Background: an optimization exercise with open tools, aiming at small area. Do not read the settings as production practice.
In this exercise RTL edits were held to simulation tests only and were not proved equivalent to the original.
No activity file was given, so power comes from the tool's default toggle rates.

Setup of build 79:
==> flow/design.v (excerpt) <==
module sync_fifo #(
	parameter	DEPTH=8,
	parameter	WIDTH=32,
	parameter	AF_LEVEL = 1,
	parameter	AE_LEVEL = 1,
	parameter	DEPTH_LOG=$clog2(DEPTH)
)(
	input					clk,
	input					rstn,
	input					push,
	input					pop,
	input 		[WIDTH-1:0]	din,
	output 		[WIDTH-1:0]	dout,
	output					full,
	output					empty,
	output					a_full,
	output					a_empty
);
Size: roughly 420 cells after synthesis, ~72 I/O pins, about 9100 um2 of cells after synthesis.
Settings: LEC_CHECK=0, CAP_MARGIN=20, CORE_MARGIN=2, CORE_UTILIZATION=40, SLEW_MARGIN=20, SYNTH_HIERARCHICAL=1, SYNTH_MINIMUM_KEEP_SIZE=0; clock period 5.0 ns.
standard.sh (not shown) runs the stock make flow with config.mk's settings and CLKGATE_MAP_FILE= SYNTH_SCRIPT=/design/flow/synth_recipe.tcl, a recipe that flattens the netlist after the stock synthesis.
==> flow/flow/run.sh <==
#!/bin/bash
# Standard ORFS layout with two changes: the port buffers use the smallest buffer
# cell, and the clock tree is built with the clustering and buffers given below,
# without dummy loads.
set -euo pipefail
export BUFFER_PORTS_ARGS="-buffer_cell sky130_fd_sc_hd__buf_1"
export CTS_ARGS="-sink_clustering_enable -repair_clock_nets -buf_list sky130_fd_sc_hd__clkbuf_16 -sink_clustering_size 30 -sink_clustering_max_diameter 70 -dont_use_dummy_load"
bash standard.sh > standard_make.log 2>&1
--- input diff build 79..build 8 ---
- CORE_UTILIZATION changed from 40 to 65
==> flow/flow/run.sh <==
#!/bin/bash
# Standard ORFS layout with two changes: the port buffers use the smallest buffer
# cell, and the clock tree is built with the clustering and buffers given below,
# without dummy loads.
set -euo pipefail
export BUFFER_PORTS_ARGS="-buffer_cell sky130_fd_sc_hd__buf_1"
export CTS_ARGS="-sink_clustering_enable -repair_clock_nets -buf_list sky130_fd_sc_hd__clkbuf_8 -sink_clustering_size 20 -sink_clustering_max_diameter 45 -dont_use_dummy_load"
bash standard.sh > standard_make.log 2>&1
Findings:
- Compared to build 79, the router laid down less metal wire for build 8.
- [build 8 vs build 79] core occupancy in the finished layout: higher in build 8
- Compared to build 79, build 8 has clock share of power 1.1 points lower.
- Build 79 -> build 8: largest net degree at the start of global routing increased by more than a quarter
- Maximum frequency from static timing analysis: build 8 and build 79 compared, lower one is build 8
- Against build 79, first-pass GRT wire length in build 8 came out better.
The following lists how build 54 was set up differently from build 8:
- a change of CORE_UTILIZATION from 65 to 40
==> flow/flow/run.sh <==
#!/bin/bash
# Standard ORFS layout with two changes: the port buffers use the smallest buffer
# cell, and the clock tree uses larger sink clusters of clkbuf_4 without dummy loads.
set -euo pipefail
export BUFFER_PORTS_ARGS="-buffer_cell sky130_fd_sc_hd__buf_1"
export CTS_ARGS="-sink_clustering_enable -repair_clock_nets -buf_list sky130_fd_sc_hd__clkbuf_8 -sink_clustering_size 16 -sink_clustering_max_diameter 40 -dont_use_dummy_load"
bash standard.sh > standard_make.log 2>&1
==> comparison <==
In the tables for build 8 and build 54, share of the cycle needed by the critical path after routing reads higher with build 8. Highest-delay cell along the critical path = nor2b_4: build 54; highest-delay cell along the critical path = and2b_1: build 8. Diff build 8 -> build 54: achievable clock frequency climbed 4.5%, area growth from synthesis to layout rose 3.2 points, worst-case setup slack after placement has increased. Combinational group share of total power was higher in the run labelled build 8. Area of the placeable core grows by more than half when moving from build 8 to build 54.

---

## job 101
Another version of the RTL of sync_fifo (not shown whole).
Size: ~420 cells after synthesis.
==> flow/config.mk <==
export PLATFORM = sky130hd
export DESIGN_NAME = sync_fifo
export DESIGN_NICKNAME = sync_fifo
export VERILOG_FILES = /design/flow/design.v
export SDC_FILE = /design/flow/constraint.sdc
export NUM_CORES = 4
export LEC_CHECK = 0
export CAP_MARGIN = 0
export CORE_MARGIN = 2
export CORE_UTILIZATION = 65
export SLEW_MARGIN = 0
export SYNTH_HIERARCHICAL = 1
export SYNTH_MINIMUM_KEEP_SIZE = 0
==> flow/constraint.sdc <==
create_clock -name core_clock -period 5.0 [get_ports {clk}]
set_input_delay 1.0000 -clock core_clock [delete_from_list [all_inputs] [get_ports {clk}]]
set_output_delay 1.0000 -clock core_clock [all_outputs]
set_load 0.01 [all_outputs]
==> flow/flow/run.sh <==
#!/bin/bash
# Standard ORFS layout with three changes: the port buffers use the smallest buffer
# cell; the clock tree is built from clkbuf_8 sink clusters of up to 20 flip-flops,
# without dummy loads; and after global routing, gates on paths with slack are
# downsized (ORFS's power recovery step, which also recovers area).
set -euo pipefail
export BUFFER_PORTS_ARGS="-buffer_cell sky130_fd_sc_hd__buf_1"
export CTS_ARGS="-sink_clustering_enable -repair_clock_nets -buf_list sky130_fd_sc_hd__clkbuf_8 -sink_clustering_size 20 -sink_clustering_max_diameter 70 -dont_use_dummy_load"
export RECOVER_POWER=100
bash standard.sh > standard_make.log 2>&1
Job 101: flow complete, layout not clean; failing: max-capacitance violations, max-slew violations
### job 101 -> job 102
Settings: swapping 65 for 75 in CORE_UTILIZATION.
==> flow/flow/run.sh <==
#!/bin/bash
# Standard ORFS layout with two changes: the port buffers use the smallest buffer
# cell, and the clock tree is built with the clustering and buffers given below,
# without dummy loads.
set -euo pipefail
export BUFFER_PORTS_ARGS="-buffer_cell sky130_fd_sc_hd__buf_1"
export CTS_ARGS="-sink_clustering_enable -repair_clock_nets -buf_list sky130_fd_sc_hd__clkbuf_8 -sink_clustering_size 21 -sink_clustering_max_diameter 70 -root_buf sky130_fd_sc_hd__clkbuf_4 -tree_buf sky130_fd_sc_hd__clkbuf_4 -dont_use_dummy_load"
bash standard.sh > standard_make.log 2>&1
## What came out
Summary across job 102 and job 101: the single failing run is job 101.
Between job 102 and job 101, the fraction of the cycle the final worst path needs is lower for job 102.
Looking at critical path capture point, the dout[30] result is from job 102; the dout[31] one comes from job 101.
Comparing job 102 and job 101, the higher proportion of power drawn by combinational gates is on job 102.
Register area: job 101 vs job 102 identical
Run comparison: job 102 timing startpoint of the critical path jc[1]; job 101 timing startpoint of the critical path jc[3]
Across both runs, tap cell instance count was lower for job 102 than for job 101.

## what the ideal ports hide
In the flow no input, the clock included, has a driving cell. The finished layouts below were timed again as built, in two steps.
Step 1, drivers: a clkbuf_16 drives clk and a buf_2 each remaining input, both assumed.
Step 2 adds t to the input delays and takes it off the output delays; t is the mean of the earliest and latest rising clock arrival at the registers after step 1. Input paths then give back, and output paths get back, about the clock's delay inside the block.
a / b / c = ideal / step 1 / step 2; a / b = the first two.
| run | shift t [ns] | setup WS [ns] | latest minus earliest clock arrival (ns) | slew at the worst register clock pin (ns) |
|---|---|---|---|---|
| build 79 | 0.514 | 1.369 / 1.325 / 1.839 | 0.041 / 0.041 | 0.11 / 0.11 |
| build 8 | 0.552 | 1.235 / 1.197 / 1.749 | 0.078 / 0.078 | 0.11 / 0.11 |
| build 54 | 0.538 | 1.396 / 1.355 / 1.893 | 0.050 / 0.050 | 0.09 / 0.09 |
| job 101 | 0.502 | 0.939 / 0.901 / 0.523 | 0.073 / 0.073 | 0.12 / 0.12 |
| job 102 | 0.607 | 1.416 / 1.383 / 1.990 | 0.037 / 0.038 | 0.12 / 0.12 |
The setup slack of job 101, which loses most, moves by -0.038 ns with the drivers and by -0.416 ns with both steps.
